Context: an optimization exercise on an open-source flow, tuned for small area and a short achievable clock period. The choices shown serve that exercise and are no tape-out recipe.
Only simulation tests tie the RTL to the original design; equivalence was not proved.
Power and IR drop assume default switching activity.

## Microprocessor
module Microprocessor(
    input        clk_in,
    input        clr,
    input  [7:0] instruction,
    output [7:0] counter2,
    output [6:0] seg1,
    output [6:0] seg2,
    output [6:0] seg3,
    output [6:0] seg4,
    output [6:0] seg5,
    output [6:0] seg6
    );
  wire [1:0] op = instruction[7:6];
  wire [1:0] rs = instruction[5:4];
  wire [1:0] rt = instruction[3:2];
  wire [1:0] fi = instruction[1:0];
  wire [7:0] imm = {{6{fi[1]}}, fi};
  wire op_add  = (op == 2'b00);
  wire op_load = (op == 2'b01);
  wire op_st   = (op == 2'b10);
  wire op_br   = (op == 2'b11);
  reg [7:0] pc;
  reg [7:0] r0, r1, r2, r3;
  reg [7:0] mem [0:31];
  reg [7:0] ra, rb;
  always @(*) begin
    case (rs)
      2'd0: ra = r0;
      2'd1: ra = r1;
      2'd2: ra = r2;
      default: ra = r3;
    endcase
    case (rt)
      2'd0: rb = r0;
      2'd1: rb = r1;
      2'd2: rb = r2;
      default: rb = r3;
    endcase
  end
  wire [7:0] la  = ra + imm;
  wire [7:0] sum = ra + rb;
  wire [7:0] alu = op[0] ^ op[1] ? la : sum;
  wire [2:0] lo  = {1'b0, ra[1:0]} + {1'b0, fi};
  wire       c0  = lo[2];
  wire       cp1 = c0 & ~fi[1];
  wire       cz  = ~(c0 ^ fi[1]);
  wire       cm1 = ~c0 & fi[1];
  wire [9:0] q;
  assign q[0] = (ra[7:2] == 6'h3f);
  genvar gi;
  generate
    for (gi = 0; gi <= 8; gi = gi + 1) begin : g_q
      assign q[gi+1] = (ra[7:2] == gi);
    end
  endgenerate
  wire [7:0] p2;    
  generate
    for (gi = 0; gi < 8; gi = gi + 1) begin : g_p2
      assign p2[gi] = (cz & q[gi+1]) | (cp1 & q[gi]) | (cm1 & q[gi+2]);
    end
  endgenerate
  wire [3:0] p1;    
  generate
  ...
For scale: about 1,600 cells after synthesis, roughly 60 I/O pins.
==> flow/config.mk <==
export PLATFORM = sky130hd
export DESIGN_NAME = Microprocessor
export DESIGN_NICKNAME = Microprocessor
export VERILOG_FILES = /design/flow/design.v
export SDC_FILE = /design/flow/constraint.sdc
export NUM_CORES = 4
export LEC_CHECK = 0
export CAP_MARGIN = 0
export CORE_MARGIN = 2
export CORE_UTILIZATION = 60
export SETUP_SLACK_MARGIN = 2.5
export SLEW_MARGIN = 0
==> flow/constraint.sdc <==
create_clock -name core_clock -period 9.0 [get_ports {clk_in}]
set_input_delay 1.8000 -clock core_clock [delete_from_list [all_inputs] [get_ports {clk_in}]]
set_output_delay 1.8000 -clock core_clock [all_outputs]
set_load 0.01 [all_outputs]
standard.sh (not shown) runs the stock make flow with config.mk's settings and CLKGATE_MAP_FILE= SYNTH_SCRIPT=/design/flow/synth_recipe.tcl, a recipe that flattens the netlist after the stock synthesis.
==> flow/flow/run.sh <==
#!/bin/bash
# Layout flow: the standard synthesis, then the combinational logic is
# re-mapped by ABC (flip-flops untouched: same instances, names and cells),
# then the standard layout from floorplan to finish.
set -euo pipefail
W=$(pwd)
R=$W/orfs/results/sky130hd/Microprocessor/base
LIB=$FLOW_HOME/platforms/sky130hd/lib/sky130_fd_sc_hd__tt_025C_1v80.lib
EXTRA=()
[[ -f flow/make_args.txt ]] && mapfile -t EXTRA < flow/make_args.txt

bash standard.sh "${EXTRA[@]}" synth > synth_std.log 2>&1

# combinational cell models from the liberty file
python3 flow/gen_cells.py $LIB > comb_cells.v

DU=""
for c in $(sed -n '/DONT_USE_CELLS += /,/^#/p' $FLOW_HOME/platforms/sky130hd/config.mk | grep -o 'sky130_fd_sc_hd__[a-z0-9_]*'); do
  DU="$DU -dont_use $c"
done

cp $R/1_2_yosys.v $R/1_2_yosys_std.v
cat > resynth.ys <<EOY
read_verilog comb_cells.v
read_liberty -lib -ignore_redef $LIB
read_verilog $R/1_2_yosys_std.v
hierarchy -top $FLOW_TOP
flatten
hierarchy -top $FLOW_TOP
read_liberty -lib -ignore_redef $LIB
opt -purge
techmap
opt -fast
abc -script $W/flow/resyn.abc $(cat flow/abc_args.txt 2>/dev/null || true) -liberty $LIB $DU
opt_clean -purge
hilomap -singleton -hicell sky130_fd_sc_hd__conb_1 HI -locell sky130_fd_sc_hd__conb_1 LO
splitnets
opt_clean -purge
insbuf -buf sky130_fd_sc_hd__buf_4 A X
check -assert -mapped
tee -o resynth_stat.txt stat -liberty $LIB
write_verilog -noattr -noexpr -nohex -nodec $W/resynth_out.v
EOY
yosys -s resynth.ys > resynth.log 2>&1
cp $W/resynth_out.v $R/1_2_yosys.v
rm -f $R/1_synth.odb $R/1_synth.sdc

bash standard.sh "${EXTRA[@]}" finish > layout.log 2>&1
==> flow/flow/abc_args.txt <==
-D 9000
==> flow/flow/make_args.txt <==
ADDER_MAP_FILE=
BUFFER_PORTS_ARGS=-buffer_cell sky130_fd_sc_hd__buf_1
CTS_ARGS=-sink_clustering_enable -repair_clock_nets -dont_use_dummy_load -buf_list sky130_fd_sc_hd__clkbuf_16 -sink_clustering_size 30 -sink_clustering_max_diameter 80
==> flow/flow/resyn.abc <==
strash
&get -n
&st
&syn2
&dch
&nf -R 1000
&put
Other scripts of this flow, unchanged in this note and not shown: flow/flow/gen_cells.py
The first run went through all stages and came out clean.
Rerun with:
==> flow/flow/make_args.txt (replaced) <==
ADDER_MAP_FILE=
BUFFER_PORTS_ARGS=-buffer_cell sky130_fd_sc_hd__buf_1
==> flow/flow/resyn.abc (replaced) <==
strash
&get -n
&st
&syn2
&dch
&nf
&put
topo
stime -c
buffer -c
upsize -c
dnsize -c
- CTS_BUF_LIST: not set -> sky130_fd_sc_hd__clkbuf_16
- CTS_CLUSTER_DIAMETER: not set -> 60
- CTS_CLUSTER_SIZE: not set -> 24
- SETUP_SLACK_MARGIN: 2.5 -> 1.5
=> Hold slack hardly moves; setup slack improved by 0.037 ns; clock skew drops by 0.022 ns; global-route usage climbs by 1.2 points; cell count climbs by about 2.6%.
Rerun with:
==> flow/flow/abc_args.txt (replaced) <==
==> flow/flow/make_args.txt (replaced) <==
ADDER_MAP_FILE=
BUFFER_PORTS_ARGS=-buffer_cell sky130_fd_sc_hd__buf_1
CTS_ARGS=-sink_clustering_enable -repair_clock_nets -dont_use_dummy_load -buf_list sky130_fd_sc_hd__clkbuf_16 -sink_clustering_size 26 -sink_clustering_max_diameter 70
==> flow/flow/resyn.abc (replaced) <==
strash
&get -n
&st
&syn2
&dch
&put
dch
map -D 2000
topo
stime -c
buffer -c
upsize -c
dnsize -c
- CTS_BUF_LIST: sky130_fd_sc_hd__clkbuf_16 -> not set
- CTS_CLUSTER_DIAMETER: 60 -> not set
- CTS_CLUSTER_SIZE: 24 -> not set
- SETUP_SLACK_MARGIN: 1.5 -> 2.5
Outcome:
- With this change the flow completed, yet does not pass: max-capacitance violations, max-slew violations
- total power is lower by about 26%
- count of clock-buffer cells in the layout shrinks by 8
- wire length goes up by 9.6%
- sequential share of layout area is lower by 3.1 points
- flip-flop and latch count does not change
- setup slack improves by 0.79 ns
- via count rose by about 12%
- register-to-register slack loses 1.4 ns
Rerun with:
==> flow/flow/abc_args.txt (replaced) <==
-D 9000
==> flow/flow/make_args.txt (replaced) <==
ADDER_MAP_FILE=
==> flow/flow/resyn.abc (replaced) <==
strash
&get -n
&st
&syn2
&dch
&nf
&put
topo
stime -c
buffer -c
upsize -c
dnsize -c
- CTS_BUF_LIST: not set -> sky130_fd_sc_hd__clkbuf_16
- CTS_CLUSTER_DIAMETER: not set -> 60
- CTS_CLUSTER_SIZE: not set -> 24
- SETUP_SLACK_MARGIN: 2.5 -> 0.2
Outcome:
- This time the run passed the timing, design-rule and antenna checks
- area after synthesis shrinks by 1.3%
- utilization fell by 7.4 points
- via count went down by 12%
Rerun with:
==> flow/flow/make_args.txt (replaced) <==
ADDER_MAP_FILE=
BUFFER_PORTS_ARGS=-buffer_cell sky130_fd_sc_hd__buf_1
CTS_ARGS=-sink_clustering_enable -repair_clock_nets -dont_use_dummy_load -buf_list sky130_fd_sc_hd__clkbuf_16 -sink_clustering_size 30 -sink_clustering_max_diameter 80
- CTS_BUF_LIST: sky130_fd_sc_hd__clkbuf_16 -> not set
- CTS_CLUSTER_DIAMETER: 60 -> not set
- CTS_CLUSTER_SIZE: 24 -> not set
- SETUP_SLACK_MARGIN: 0.2 -> 2.5
After rerunning:
- area after synthesis is unchanged
- cell count is higher by a few percent
- global-route usage is higher by 1.8 points
- via count is higher by a few percent
- power is higher slightly
Rerun with:
==> flow/flow/abc_args.txt (replaced) <==
==> flow/flow/make_args.txt (replaced) <==
ADDER_MAP_FILE=
BUFFER_PORTS_ARGS=-buffer_cell sky130_fd_sc_hd__buf_1
CTS_ARGS=-sink_clustering_enable -repair_clock_nets -dont_use_dummy_load -buf_list sky130_fd_sc_hd__clkbuf_16 -sink_clustering_size 26 -sink_clustering_max_diameter 70
==> flow/flow/resyn.abc (replaced) <==
strash
&get -n
&st
&syn2
&dch
&nf -R 1000
&put
- SETUP_SLACK_MARGIN: 2.5 -> 3.5
- TNS_END_PERCENT: not set -> 10
First-iteration DRC count decreases by 11%.
Routed wire length drops by 11%.
Utilization rises by 1.3 points.
Clock-buffer cell count increases by 4.

## run A
The RTL this note starts from:
==> flow/design.v <==
module bcd_to_7(
    input  [3:0] bcd,
    output reg [6:0] seg
    );
  always @(*) begin
    case (bcd)
      4'd0:  seg = 7'b0111111;
      4'd1:  seg = 7'b0000110;
      4'd2:  seg = 7'b1011011;
      4'd3:  seg = 7'b1001111;
      4'd4:  seg = 7'b1100110;
      4'd5:  seg = 7'b1101101;
      4'd6:  seg = 7'b1111101;
      4'd7:  seg = 7'b0000111;
      4'd8:  seg = 7'b1111111;
      4'd9:  seg = 7'b1101111;
      4'd10: seg = 7'b1110111;
      4'd11: seg = 7'b1111100;
      4'd12: seg = 7'b0111001;
      4'd13: seg = 7'b1011110;
      4'd14: seg = 7'b1111001;
      default: seg = 7'b1110001;
    endcase
  end
endmodule
module Microprocessor(
    input        clk_in,
    input        clr,
    input  [7:0] instruction,
    output [7:0] counter2,
    output [6:0] seg1,
    output [6:0] seg2,
    output [6:0] seg3,
    output [6:0] seg4,
    output [6:0] seg5,
    output [6:0] seg6
    );
  wire [1:0] op = instruction[7:6];
  wire [1:0] rs = instruction[5:4];
  wire [1:0] rt = instruction[3:2];
  wire [1:0] fi = instruction[1:0];
  wire [7:0] imm = {{6{fi[1]}}, fi};
  wire op_add  = (op == 2'b00);
  wire op_load = (op == 2'b01);
  wire op_st   = (op == 2'b10);
  wire op_br   = (op == 2'b11);
  reg [7:0] pc;
  reg [7:0] r0, r1, r2, r3;
  reg [7:0] mem [0:31];
  reg [7:0] ra, rb;
  always @(*) begin
    case (rs)
      2'd0: ra = r0;
      2'd1: ra = r1;
      2'd2: ra = r2;
      default: ra = r3;
    endcase
    case (rt)
      2'd0: rb = r0;
      2'd1: rb = r1;
      2'd2: rb = r2;
      default: rb = r3;
    endcase
  end
  wire [7:0] la  = ra + imm;
  wire [7:0] sum = ra + rb;
  wire [7:0] alu = op[0] ^ op[1] ? la : sum;
  wire [2:0] lo  = {1'b0, ra[1:0]} + {1'b0, fi};
  wire       c0  = lo[2];
  wire       cp1 = c0 & ~fi[1];
  wire       cz  = ~(c0 ^ fi[1]);
  wire       cm1 = ~c0 & fi[1];
  function [9:0] qdec(input [7:0] r);
    integer j;
    begin
      qdec[0] = (r[7:2] == 6'h3f);
      for (j = 0; j <= 8; j = j + 1)
        qdec[j+1] = (r[7:2] == j);
    end
  endfunction
  wire [9:0] q0 = qdec(r0);
  wire [9:0] q1 = qdec(r1);
  wire [9:0] q2 = qdec(r2);
  wire [9:0] q3 = qdec(r3);
  reg  [9:0] q;
  always @(*) begin
    case (rs)
      2'd0: q = q0;
      2'd1: q = q1;
      2'd2: q = q2;
      default: q = q3;
    endcase
  end
  genvar gi;
  wire [7:0] p2;    
  generate
    for (gi = 0; gi < 8; gi = gi + 1) begin : g_p2
      assign p2[gi] = (cz & q[gi+1]) | (cp1 & q[gi]) | (cm1 & q[gi+2]);
    end
  endgenerate
  wire [3:0] p1;    
  generate
    for (gi = 0; gi < 4; gi = gi + 1) begin : g_p1
      assign p1[gi] = (lo[1:0] == gi);
    end
  endgenerate
  reg [7:0] grp [0:7];
  reg [7:0] ld;
  integer g, j;
  always @(*) begin
    for (g = 0; g < 8; g = g + 1) begin
      grp[g] = 8'd0;
      for (j = 0; j < 4; j = j + 1)
        grp[g] = grp[g] | ({8{p1[j]}} & mem[4*g+j]);
    end
    ld = 8'd0;
    for (g = 0; g < 8; g = g + 1)
      ld = ld | ({8{p2[g]}} & grp[g]);
  end
  wire st_ok = op_st & (la[7:5] == 3'b000);
  reg [7:0] disp;
  always @(*) begin
    case (op)
      2'b00: disp = sum;
      2'b01: disp = ld;
      2'b10: disp = rb;
      default: disp = 8'd0;
    endcase
  end
  wire [7:0] value = op[0] ? ld : sum;
  wire [1:0] wreg = op[0] ? rt : fi;
  always @(posedge clk_in or posedge clr) begin
    if (clr) begin
      pc <= 8'd0;
      r0 <= 8'd0;
      r1 <= 8'd0;
      r2 <= 8'd0;
      r3 <= 8'd0;
    end else begin
      pc <= pc + (op_br ? imm : 8'd0) + 8'd1;
      if (~op[1] && wreg == 2'd0) r0 <= value;
      if (~op[1] && wreg == 2'd1) r1 <= value;
      if (~op[1] && wreg == 2'd2) r2 <= value;
      if (~op[1] && wreg == 2'd3) r3 <= value;
    end
  end
  generate
    for (gi = 0; gi < 32; gi = gi + 1) begin : g_mem
      localparam [7:0] RV = (gi < 16) ? gi : (8'd0 - (gi - 16));
      always @(posedge clk_in or posedge clr) begin
        if (clr)
          mem[gi] <= RV;
        else if (st_ok && la[4:0] == gi)
          mem[gi] <= rb;
      end
    end
  endgenerate
  assign counter2 = pc - 8'd1;
  bcd_to_7 u_seg1(.bcd(disp[7:4]), .seg(seg1));
  bcd_to_7 u_seg2(.bcd(disp[3:0]), .seg(seg2));
  bcd_to_7 u_seg3(.bcd(pc[7:4]),   .seg(seg3));
  bcd_to_7 u_seg4(.bcd(pc[3:0]),   .seg(seg4));
  bcd_to_7 u_seg5(.bcd(alu[7:4]),  .seg(seg5));
  bcd_to_7 u_seg6(.bcd(alu[3:0]),  .seg(seg6));
endmodule
Settings: LEC_CHECK=0, CAP_MARGIN=0, CORE_MARGIN=2, CORE_UTILIZATION=60, PLACE_DENSITY=0.8, SETUP_SLACK_MARGIN=2.5, SLEW_MARGIN=0, TNS_END_PERCENT=10; clock period 9.0 ns.
==> flow/flow/abc_args.txt <==
==> flow/flow/gen_cells.py <==
# Writes a Verilog model of every combinational cell of a liberty file (its
# output functions as assigns), so yosys can re-map the combinational logic.
import re, sys
t = open(sys.argv[1]).read()
def block(s, start):
    d = 1; i = start
    while d:
        c = s[i]
        if c == '{': d += 1
        elif c == '}': d -= 1
        i += 1
    return s[start:i]
def conv(f):
    f = f.replace('!', '~')
    f = re.sub(r'(\w)\s+(?=[\w(~])', r'\1&', f)
    f = re.sub(r'\)\s+(?=[\w(~])', r')&', f)
    return f.replace('*', '&').replace('+', '|')
out = []
for m in re.finditer(r'\n\s*cell\s*\(\s*"?(\w+)"?\s*\)\s*\{', t):
    body = block(t, m.end())
    if re.search(r'\b(ff|latch|statetable)\s*\(', body):
        continue
    pins = []
    for pm in re.finditer(r'\n\s*pin\s*\(\s*"?(\w+)"?\s*\)\s*\{', body):
        pb = block(body, pm.end())
        dm = re.search(r'direction\s*:\s*"?(\w+)', pb)
        fm = re.search(r'\bfunction\s*:\s*"([^"]*)"', pb)
        pins.append((pm.group(1), dm.group(1) if dm else None, fm.group(1) if fm else None))
    outs = [p for p in pins if p[1] == 'output']
    ins = [p for p in pins if p[1] == 'input']
    if not outs or any(o[2] is None for o in outs):
        continue
    decl = ', '.join(['input ' + p[0] for p in ins] + ['output ' + p[0] for p in outs])
    s = 'module %s(%s);\n' % (m.group(1), decl)
    for o in outs:
        s += '  assign %s = %s;\n' % (o[0], conv(o[2]))
    out.append(s + 'endmodule\n')
sys.stdout.write(''.join(out))
==> flow/flow/make_args.txt <==
ADDER_MAP_FILE=
BUFFER_PORTS_ARGS=-buffer_cell sky130_fd_sc_hd__buf_1
CTS_ARGS=-sink_clustering_enable -repair_clock_nets -dont_use_dummy_load -buf_list sky130_fd_sc_hd__clkbuf_16 -sink_clustering_size 26 -sink_clustering_max_diameter 70
==> flow/flow/resyn.abc <==
strash
&get -n
&st
&syn2
&dch
&nf -R 1000
&put
Scripts as last shown in full above: flow/flow/run.sh
Run A completed end to end with timing, DRC and antenna clean.
> inputs changed (run A -> run B)
- SETUP_SLACK_MARGIN now 3.0, was 2.5
- PLACE_DENSITY no longer set, was 0.8
Notes after the runs:
- Each of the runs, namely run A and run B, reached the end of the flow and came out clean.
- On clock buffer count from CTS, run A and run B are basically level.
- Clock power: run B vs run A, no meaningful difference
- The final worst setup slack in run B sits 0.052 ns below the value recorded for run A.
- The register-to-register setup slack in run B sits 0.09 ns below the value recorded for run A.
diff inputs: run B => run C
- swapping 3.0 for 2.5 in SETUP_SLACK_MARGIN
==> flow/flow/make_args.txt <==
ADDER_MAP_FILE=
BUFFER_PORTS_ARGS=-buffer_cell sky130_fd_sc_hd__buf_1
CTS_ARGS=-sink_clustering_enable -repair_clock_nets -dont_use_dummy_load -buf_list sky130_fd_sc_hd__clkbuf_16 -sink_clustering_size 20 -sink_clustering_max_diameter 60
- Per the final summary, run B finished and its layout is clean on timing, DRC and antenna.
- Run C: no failed stages, no open violations at the end
- The placed standard-cell area of run B and that of run C are within noise of each other.
- For number of non-clock buffers, dividing the value from run B by the value from run C gives 1.06.
- Power, run C vs run B: up by a few percent
- Looking at overall routed net length across both flows, run C is the weaker of the two, with run B ahead.
- Lower share of total power in sequential cells goes to run C over run B.
- Measured against each other, run C and run B differ in overall global routing resource usage, the higher figure coming from run C.
- On post-route non-filler standard cell count, run C and run B are basically level.
- When the final numbers for run C and run B were put side by side, the proportion of layout cells with a drive suffix above 1 turned out to be smaller in run B.
- The number of multi-input combinational cells on run C is in line with that on run B.
Relative to run C, the following input files were edited for run D:
- SETUP_SLACK_MARGIN: 2.5 -> 3.5
==> flow/flow/make_args.txt <==
ADDER_MAP_FILE=
BUFFER_PORTS_ARGS=-buffer_cell sky130_fd_sc_hd__buf_1
CTS_ARGS=-sink_clustering_enable -repair_clock_nets -dont_use_dummy_load -buf_list sky130_fd_sc_hd__clkbuf_16 -sink_clustering_size 26 -sink_clustering_max_diameter 70
==> run notes <==
Run D ended up with a higher global-route usage than run C did.
Re total power of the final layout: run C and run D aren't equal, and the lower value belongs to run D.
Highest net fanout along the worst path: run D < run C
Run D against run C; non-clock buffer count is up by more than 10%.
In run D, the wire length of the first global-routing pass came out 0.56% above the value in run C.
Looking at total met3 wirelength after detailed routing, run D sits above run C.
Reported for run C and run D, die area turned out identical to the last digit.
When the final numbers for run C and run D were put side by side, the peak per-stage delay on the critical path turned out to be greater in run D.

port drivers added, routing unchanged:
The results above use ideal ports. As a check the final layouts listed here were re-extracted and re-timed, cells and wires unchanged. Step 1, drivers: a clkbuf_16 drives clk_in and a buf_2 each remaining input, both assumed. Step 2 also shifts input and output timing later by t, the mid clock arrival at the registers, as if the neighbouring blocks saw the same clock. Three values: no drivers, after step 1, after step 2; two values: the first two.
run | shift t [ns] | slack for setup (ns) | latest minus earliest clock arrival (ns)
the first run of note 1 | 0.547 | 1.307 / 1.237 / 1.237 | 0.051 / 0.052
the second run of note 1 | 0.619 | 1.343 / 1.276 / 1.276 | 0.029 / 0.029
the third run of note 1 | 0.578 | 2.130 / 2.067 / 1.603 | 0.086 / 0.086
the fourth run of note 1 | 0.634 | 0.300 / 0.265 / 0.265 | 0.033 / 0.034
the fifth run of note 1 | 0.556 | 1.482 / 1.421 / 1.421 | 0.093 / 0.092
the sixth run of note 1 | 0.561 | 1.356 / 1.286 / 1.286 | 0.065 / 0.066
run A | 0.554 | 1.544 / 1.493 / 1.493 | 0.055 / 0.056
run B | 0.550 | 1.492 / 1.431 / 1.431 | 0.085 / 0.085
run C | 0.582 | 1.503 / 1.454 / 1.454 | 0.060 / 0.059
run D | 0.564 | 1.441 / 1.363 / 1.363 | 0.047 / 0.047
For the third run of note 1, which loses most, drivers alone change the setup slack by -0.063 ns; drivers and shift together by -0.527 ns.
